Context: an optimization exercise on an open-source flow, tuned for small area. The choices shown serve that exercise and are no tape-out recipe.
Function was checked by simulation only, so behaviour that the tests miss may differ from the original.
Power figures rest on the tool's default switching activity, not on a simulated workload.

== run A ==
Design vga640x480, start of the top module:
module vga640x480 (
    input wire dclk,
    input wire clr,
    input wire [4:0] cursor_x,
    input wire [4:0] cursor_y,
    input wire button1,
    input wire button2,
    output wire hsync,
    output wire vsync,
    output reg [2:0] red,
    output reg [2:0] green,
    output reg [1:0] blue
);
export LEC_CHECK = 0
export CAP_MARGIN = 0
export CORE_MARGIN = 2
export CORE_UTILIZATION = 55
export PLACE_DENSITY = 0.7
export SLEW_MARGIN = 0
create_clock -name core_clock -period 13.0 [get_ports {dclk}]
standard.sh (not shown) runs the stock make flow with config.mk's settings and CLKGATE_MAP_FILE= SYNTH_SCRIPT=/design/flow/synth_recipe.tcl, a recipe that flattens the netlist after the stock synthesis.
==> flow/flow/run.sh <==
#!/bin/bash
# Layout flow: ORFS synthesis exactly as the standard one (synth_recipe.tcl),
# except that ABC maps the logic with an area-oriented script (flow/area.abc)
# instead of ORFS's speed script; then the standard layout from floorplan on.
# Registers are untouched by ABC; their names and cells are checked against
# the standard synthesis below, falling back to it if they differ.
set -euo pipefail
W=$(pwd)
F=$W/flow
R=$W/orfs/results/$FLOW_PLATFORM/vga640x480/base

# 1. the standard synthesis, for reference
bash standard.sh synth > $W/log_std_synth.txt 2>&1
cp $R/1_2_yosys.v $W/std_netlist.v

# 2. the same synthesis with the area script for ABC
cp -r $FLOW_HOME/scripts $W/scripts_area
cp $F/area.abc $W/scripts_area/abc_area.script
make -C $FLOW_HOME DESIGN_CONFIG=$FLOW_CONFIG WORK_HOME=$W/orfs_area CLKGATE_MAP_FILE= \
  SYNTH_SCRIPT=$W/synth_recipe.tcl SCRIPTS_DIR=$W/scripts_area ABC_AREA=1 \
  synth > $W/log_area_synth.txt 2>&1
A=$W/orfs_area/results/$FLOW_PLATFORM/vga640x480/base/1_2_yosys.v

# 3. same registers (instance name and cell) as the standard synthesis?
regs() { grep -oE '^ *sky130_fd_sc_hd__(df|ed|sd|se)[a-z0-9_]* +[^ ]+' "$1" | sed 's/  */ /g' | sort; }
if diff <(regs $W/std_netlist.v) <(regs $A) > $W/log_regdiff.txt && [ "$(regs $A | wc -l)" -gt 0 ]; then
  echo "using area netlist" > $W/log_choice.txt
  cp $A $R/1_2_yosys.v
  touch $R/1_2_yosys.v
else
  echo "registers differ: using standard netlist" > $W/log_choice.txt
fi

# 4. the standard layout, with the layout options in flow/env.sh
if [ -f $F/env.sh ]; then source $F/env.sh; fi
bash standard.sh finish > $W/log_finish.txt 2>&1
==> flow/flow/area.abc <==
&get -n
&st
&dch -f
&nf -a -R 1000
&put
==> flow/flow/env.sh <==
# options for the ORFS steps (read by their scripts from the environment)
export BUFFER_PORTS_ARGS="-buffer_cell sky130_fd_sc_hd__buf_1"
export CTS_ARGS="-sink_clustering_enable -repair_clock_nets -dont_use_dummy_load -buf_list sky130_fd_sc_hd__clkbuf_16 -sink_clustering_size 30 -sink_clustering_max_diameter 60"
> inputs changed (run A -> run B)
==> flow/flow/env.sh <==
# options for the ORFS steps (read by their scripts from the environment)
export BUFFER_PORTS_ARGS="-buffer_cell sky130_fd_sc_hd__buf_1"
export CTS_ARGS="-sink_clustering_enable -repair_clock_nets -dont_use_dummy_load -buf_list sky130_fd_sc_hd__clkbuf_8 -sink_clustering_size 20 -sink_clustering_max_diameter 50"
--- outcome ---
Against run A, leakage power summed over all cells in run B came out better.
On routed wire length, run A tracks run B almost exactly.
Taking run A as the reference, in run B portion of total power attributed to combinational logic now sits higher, proportion of power drawn by the clock network now sits lower.
Reported for run B and run A, final weighted congestion in routability-driven placement turned out identical to the last digit.
Internal cell power, run B vs run A: down by a little under 10%
Modified inputs, run C compared to run B
diff --git a/flow/flow/run.sh b/flow/flow/run.sh
--- a/flow/flow/run.sh
+++ b/flow/flow/run.sh
@@ -35,2 +35,2 @@
 if [ -f $F/env.sh ]; then source $F/env.sh; fi
-bash standard.sh finish > $W/log_finish.txt 2>&1
+bash standard.sh $FINISH_VARS finish > $W/log_finish.txt 2>&1
==> flow/flow/env.sh <==
# options for the ORFS steps (read by their scripts from the environment)
export BUFFER_PORTS_ARGS="-buffer_cell sky130_fd_sc_hd__buf_1"
export CTS_ARGS="-sink_clustering_enable -repair_clock_nets -dont_use_dummy_load -buf_list sky130_fd_sc_hd__clkbuf_8 -sink_clustering_size 16 -sink_clustering_max_diameter 40"
# make variables for the layout steps
FINISH_VARS="MATCH_CELL_FOOTPRINT=0"
Findings:
- On global-route wire length before repair, run B beats run C.
- Sort run C and run B by core utilization, descending, and run C comes first.
- Going from run B to run C, the minimum clock period was found to have gone up by 0.011 ns.
- Relative to run B, worst hold margin decreased by 0.0058 ns in run C.
- Between run C and run B, global routing met2 resource utilization is higher for run C, run B comes in under that.
- Diff run B..run C | synthesized area per cell | unchanged
- On period utilization, run C tracks run B almost exactly.
- Maximum frequency across run C and run B: no real change.
- Worst setup slack for run C is lower than for run B.

========
Another version of the RTL of vga640x480 (not shown whole).
Size in the first run: about 24 I/O pins.
Settings: LEC_CHECK=0, CAP_MARGIN=0, CORE_MARGIN=2, CORE_UTILIZATION=75, PLACE_DENSITY=0.85, SLEW_MARGIN=0; clock period 13.0 ns.
==> flow/flow/run.sh <==
#!/bin/bash
# Layout flow: ORFS synthesis exactly as the standard one (synth_recipe.tcl),
# except that ABC maps the logic with an area-oriented script (flow/area.abc)
# instead of ORFS's speed script; then the standard layout from floorplan on.
# Registers are untouched by ABC; their names and cells are checked against
# the standard synthesis below, falling back to it if they differ.
set -euo pipefail
W=$(pwd)
F=$W/flow
R=$W/orfs/results/$FLOW_PLATFORM/vga640x480/base
# layout options: environment for the ORFS scripts and make variables
AREA_SYNTH_VARS=""
FINISH_VARS=""
if [ -f $F/env.sh ]; then source $F/env.sh; fi

# 1. the standard synthesis, for reference
bash standard.sh synth > $W/log_std_synth.txt 2>&1
cp $R/1_2_yosys.v $W/std_netlist.v

# 2. the same synthesis with the area script for ABC
cp -r $FLOW_HOME/scripts $W/scripts_area
cp $F/area.abc $W/scripts_area/abc_area.script
make -C $FLOW_HOME DESIGN_CONFIG=$FLOW_CONFIG WORK_HOME=$W/orfs_area CLKGATE_MAP_FILE= \
  SYNTH_SCRIPT=$W/synth_recipe.tcl SCRIPTS_DIR=$W/scripts_area ABC_AREA=1 $AREA_SYNTH_VARS \
  synth > $W/log_area_synth.txt 2>&1
A=$W/orfs_area/results/$FLOW_PLATFORM/vga640x480/base/1_2_yosys.v

# 3. same registers (instance name and cell) as the standard synthesis?
regs() { grep -oE '^ *sky130_fd_sc_hd__(df|ed|sd|se)[a-z0-9_]* +[^ ]+' "$1" | sed 's/  */ /g' | sort; }
if diff <(regs $W/std_netlist.v) <(regs $A) > $W/log_regdiff.txt && [ "$(regs $A | wc -l)" -gt 0 ]; then
  echo "using area netlist" > $W/log_choice.txt
  cp $A $R/1_2_yosys.v
  touch $R/1_2_yosys.v
else
  echo "registers differ: using standard netlist" > $W/log_choice.txt
fi

# 4. optionally upsize the drivers of high-fanout nets before placement
if [ -n "${UPSIZE_PER_LOAD_FF:-}" ]; then
  cp $R/1_2_yosys.v $W/pre_upsize_netlist.v
  python3 $F/upsize.py $FLOW_HOME/platforms/$FLOW_PLATFORM/lib/sky130_fd_sc_hd__tt_025C_1v80.lib \
    $W/pre_upsize_netlist.v $R/1_2_yosys.v $UPSIZE_PER_LOAD_FF ${UPSIZE_MIN_FANOUT:-} > $W/log_upsize.txt 2>&1
  touch $R/1_2_yosys.v
fi
bash standard.sh $FINISH_VARS finish > $W/log_finish.txt 2>&1
==> flow/flow/env.sh <==
# Options for the layout steps, read by flow/run.sh.
# Environment for the ORFS scripts:
export BUFFER_PORTS_ARGS="-buffer_cell sky130_fd_sc_hd__buf_1"
export CTS_ARGS="-sink_clustering_enable -repair_clock_nets -dont_use_dummy_load -buf_list sky130_fd_sc_hd__clkbuf_8 -sink_clustering_size 18 -sink_clustering_max_diameter 45"
# make variables for the area synthesis and for the layout steps:
AREA_SYNTH_VARS="SYNTH_HIERARCHICAL=1 ADDER_MAP_FILE="
FINISH_VARS="MATCH_CELL_FOOTPRINT=0"
# estimated load per fanout pin (fF) for upsizing high-fanout drivers:
UPSIZE_PER_LOAD_FF=6
# drivers of this many pins or more always get a stronger cell:
UPSIZE_MIN_FANOUT=20
==> flow/flow/upsize.py <==
"""Upsizes the drivers of high-fanout nets in a Yosys netlist: each driver
becomes the smallest drive strength of its cell whose max_capacitance covers
an estimate of the net's load (pins plus wire). Flip-flops are left alone.
A driver of MIN_FANOUT or more pins (if given) is always given a drive
strength above its current one's max_capacitance.
usage: upsize.py LIB IN OUT PER_LOAD_FF [MIN_FANOUT]"""
import re, sys, collections
lib, src, dst, per = sys.argv[1], sys.argv[2], sys.argv[3], float(sys.argv[4])
min_fo = int(sys.argv[5]) if len(sys.argv) > 5 else 0
L = open(lib).read()
cells = {}
for m in re.finditer(r'\n\s*cell\s*\(\s*"?(\w+)"?\s*\)\s*\{', L):
    body = L[m.end():m.end() + 200000]
    nxt = re.search(r'\n\s*cell\s*\(', body)
    if nxt: body = body[:nxt.start()]
    a = re.search(r'\barea\s*:\s*([\d.]+)', body)
    caps = [float(x) for x in re.findall(r'max_capacitance\s*:\s*([\d.]+)', body)]
    if a and caps: cells[m.group(1)] = (float(a.group(1)), min(caps))
dont = ('probe', 'lpflow')
t = open(src).read()
inst_re = re.compile(r'^(\s*)(sky130_fd_sc_hd__\w+)(\s+\S+\s*\()(.*?\);)', re.S | re.M)
outpins = {'X', 'Y', 'Q', 'Q_N', 'HI', 'LO', 'COUT', 'SUM'}
fo = collections.Counter()
for m in inst_re.finditer(t):
    for pin, net in re.findall(r'\.(\w+)\(([^()]*)\)', m.group(4)):
        if pin not in outpins: fo[net.strip()] += 1
changed = collections.Counter()
def repl(m):
    typ = m.group(2)
    if '__df' in typ or '__conb' in typ: return m.group(0)
    outs = [net.strip() for pin, net in re.findall(r'\.(\w+)\(([^()]*)\)', m.group(4)) if pin in outpins]
    if len(outs) != 1: return m.group(0)
    need = fo[outs[0]] * per / 1000.0
    base = re.sub(r'_\d+$', '', typ)
    if typ not in cells: return m.group(0)
    if min_fo and fo[outs[0]] >= min_fo: need = max(need, cells[typ][1] + 1e-6)
    if cells[typ][1] >= need: return m.group(0)
    cands = [(a, c, n) for n, (a, c) in cells.items()
             if re.sub(r'_\d+$', '', n) == base and n != typ and c >= need and not any(d in n for d in dont)]
    if not cands: return m.group(0)
    a, c, n = min(cands)
    changed[(typ, n)] += 1
    return m.group(1) + n + m.group(3) + m.group(4)
t = inst_re.sub(repl, t)
open(dst, 'w').write(t)
for k, v in changed.items(): print(k, v)
Scripts as last shown in full above: flow/flow/area.abc
The baseline completed with no timing, DRC or antenna violations.
Change:
--- a/flow/flow/run.sh
+++ b/flow/flow/run.sh
@@ -42 +42 @@
-    $W/pre_upsize_netlist.v $R/1_2_yosys.v $UPSIZE_PER_LOAD_FF ${UPSIZE_MIN_FANOUT:-} > $W/log_upsize.txt 2>&1
+    $W/pre_upsize_netlist.v $R/1_2_yosys.v $UPSIZE_PER_LOAD_FF > $W/log_upsize.txt 2>&1
--- a/flow/flow/env.sh
+++ b/flow/flow/env.sh
@@ -10,2 +9,0 @@
-# drivers of this many pins or more always get a stronger cell:
-UPSIZE_MIN_FANOUT=20
--- a/flow/flow/upsize.py
+++ b/flow/flow/upsize.py
@@ -4,3 +4 @@
-A driver of MIN_FANOUT or more pins (if given) is always given a drive
-strength above its current one's max_capacitance.
-usage: upsize.py LIB IN OUT PER_LOAD_FF [MIN_FANOUT]"""
+usage: upsize.py LIB IN OUT PER_LOAD_FF"""
@@ -9 +6,0 @@
-min_fo = int(sys.argv[5]) if len(sys.argv) > 5 else 0
@@ -35,3 +32 @@
-    if typ not in cells: return m.group(0)
-    if min_fo and fo[outs[0]] >= min_fo: need = max(need, cells[typ][1] + 1e-6)
-    if cells[typ][1] >= need: return m.group(0)
+    if typ not in cells or cells[typ][1] >= need: return m.group(0)
Result:
- The changed run finished clean
- maximum frequency drops by 0.43%
- worst setup slack gets worse by 0.032 ns
- register-to-register slack gets better by 0.03 ns
- design area increases by about 0.8%
- synthesized cell count stays the same
- wire length goes down by 0.92%
- clock skew is lower by 0.015 ns
- cell count grows by about 1%
- non-clock buffer count came out higher by 28
- critical path depth does not change
- die area barely changes
Change:
Settings changed: CORE_UTILIZATION 75 to 65, PLACE_DENSITY 0.85 to 0.75.
The new run completed with no timing, DRC or antenna violations.
Register-to-register slack got worse by 0.17 ns.
Core utilization shrinks by 10 points.
First-iteration DRC count went down by 7.5%.
Final cell count is higher by 2.3%.
Wire length grows by 1.4%.
Worst setup slack gains 0.12 ns.
Global-route usage decreases by 5.3 points.
Synthesized area is unchanged.
Clock power is about the same.
Change:
--- a/flow/flow/env.sh
+++ b/flow/flow/env.sh
@@ -9 +9 @@
-UPSIZE_PER_LOAD_FF=6
+UPSIZE_PER_LOAD_FF=7
Settings changed: CORE_UTILIZATION 65 to 70, PLACE_DENSITY 0.75 to 0.8.
Final area barely changes; clock power barely changes; critical path depth fell by 1.
Change:
--- a/flow/flow/env.sh
+++ b/flow/flow/env.sh
@@ -6 +6 @@
-AREA_SYNTH_VARS="SYNTH_HIERARCHICAL=1 ADDER_MAP_FILE="
+AREA_SYNTH_VARS="SYNTH_HIERARCHICAL=1"
Settings changed: CORE_UTILIZATION 70 to 65, PLACE_DENSITY 0.8 to 0.75.
Result: Via count barely changes. Design area rose by 1.2%. Synthesized area rose by 0.79%. Sequential cell count is unchanged. Routed wire length is higher by 1.7%.

-- separate check: timing with driven ports --
How much do the figures lean on ideal ports? The routed layouts below were timed once more, with nothing changed but the port constraints. Step 1 (the two cells are an assumption about what drives the block):
set clk [get_ports {dclk}]
set_driving_cell -lib_cell sky130_fd_sc_hd__clkbuf_16 $clk
set_driving_cell -lib_cell sky130_fd_sc_hd__buf_2 [delete_from_list [all_inputs] $clk]
Step 2 times the ports against the registers' clock, not the clock port: input delays grow and output delays shrink by t, the midpoint of the rising clock arrivals with the driver on. Slacks: ideal / step 1 / step 2; pairs: ideal / step 1.
| run | shift t [ns] | setup WS [ns] | worst register clock-pin slew, ns |
|---|---|---|---|
| run A | 0.647 | 5.371 / 5.305 / 5.305 | 0.10 / 0.10 |
| run B | 0.738 | 5.327 / 5.257 / 5.257 | 0.12 / 0.12 |
| run C | 0.720 | 5.315 / 5.247 / 5.247 | 0.10 / 0.10 |
| the first run of note 2 | 0.716 | 5.569 / 5.515 / 6.231 | 0.11 / 0.11 |
| the second run of note 2 | 0.716 | 5.537 / 5.482 / 6.198 | 0.11 / 0.11 |
| the third run of note 2 | 0.729 | 5.656 / 5.601 / 6.264 | 0.11 / 0.11 |
| the fourth run of note 2 | 0.744 | 5.727 / 5.701 / 5.701 | 0.11 / 0.11 |
| the fifth run of note 2 | 0.723 | 5.581 / 5.525 / 6.216 | 0.11 / 0.11 |
After both steps setup and hold are still met in every run listed. The setup slack of run B, which loses most, moves by -0.070 ns with the drivers and by -0.070 ns with both steps.
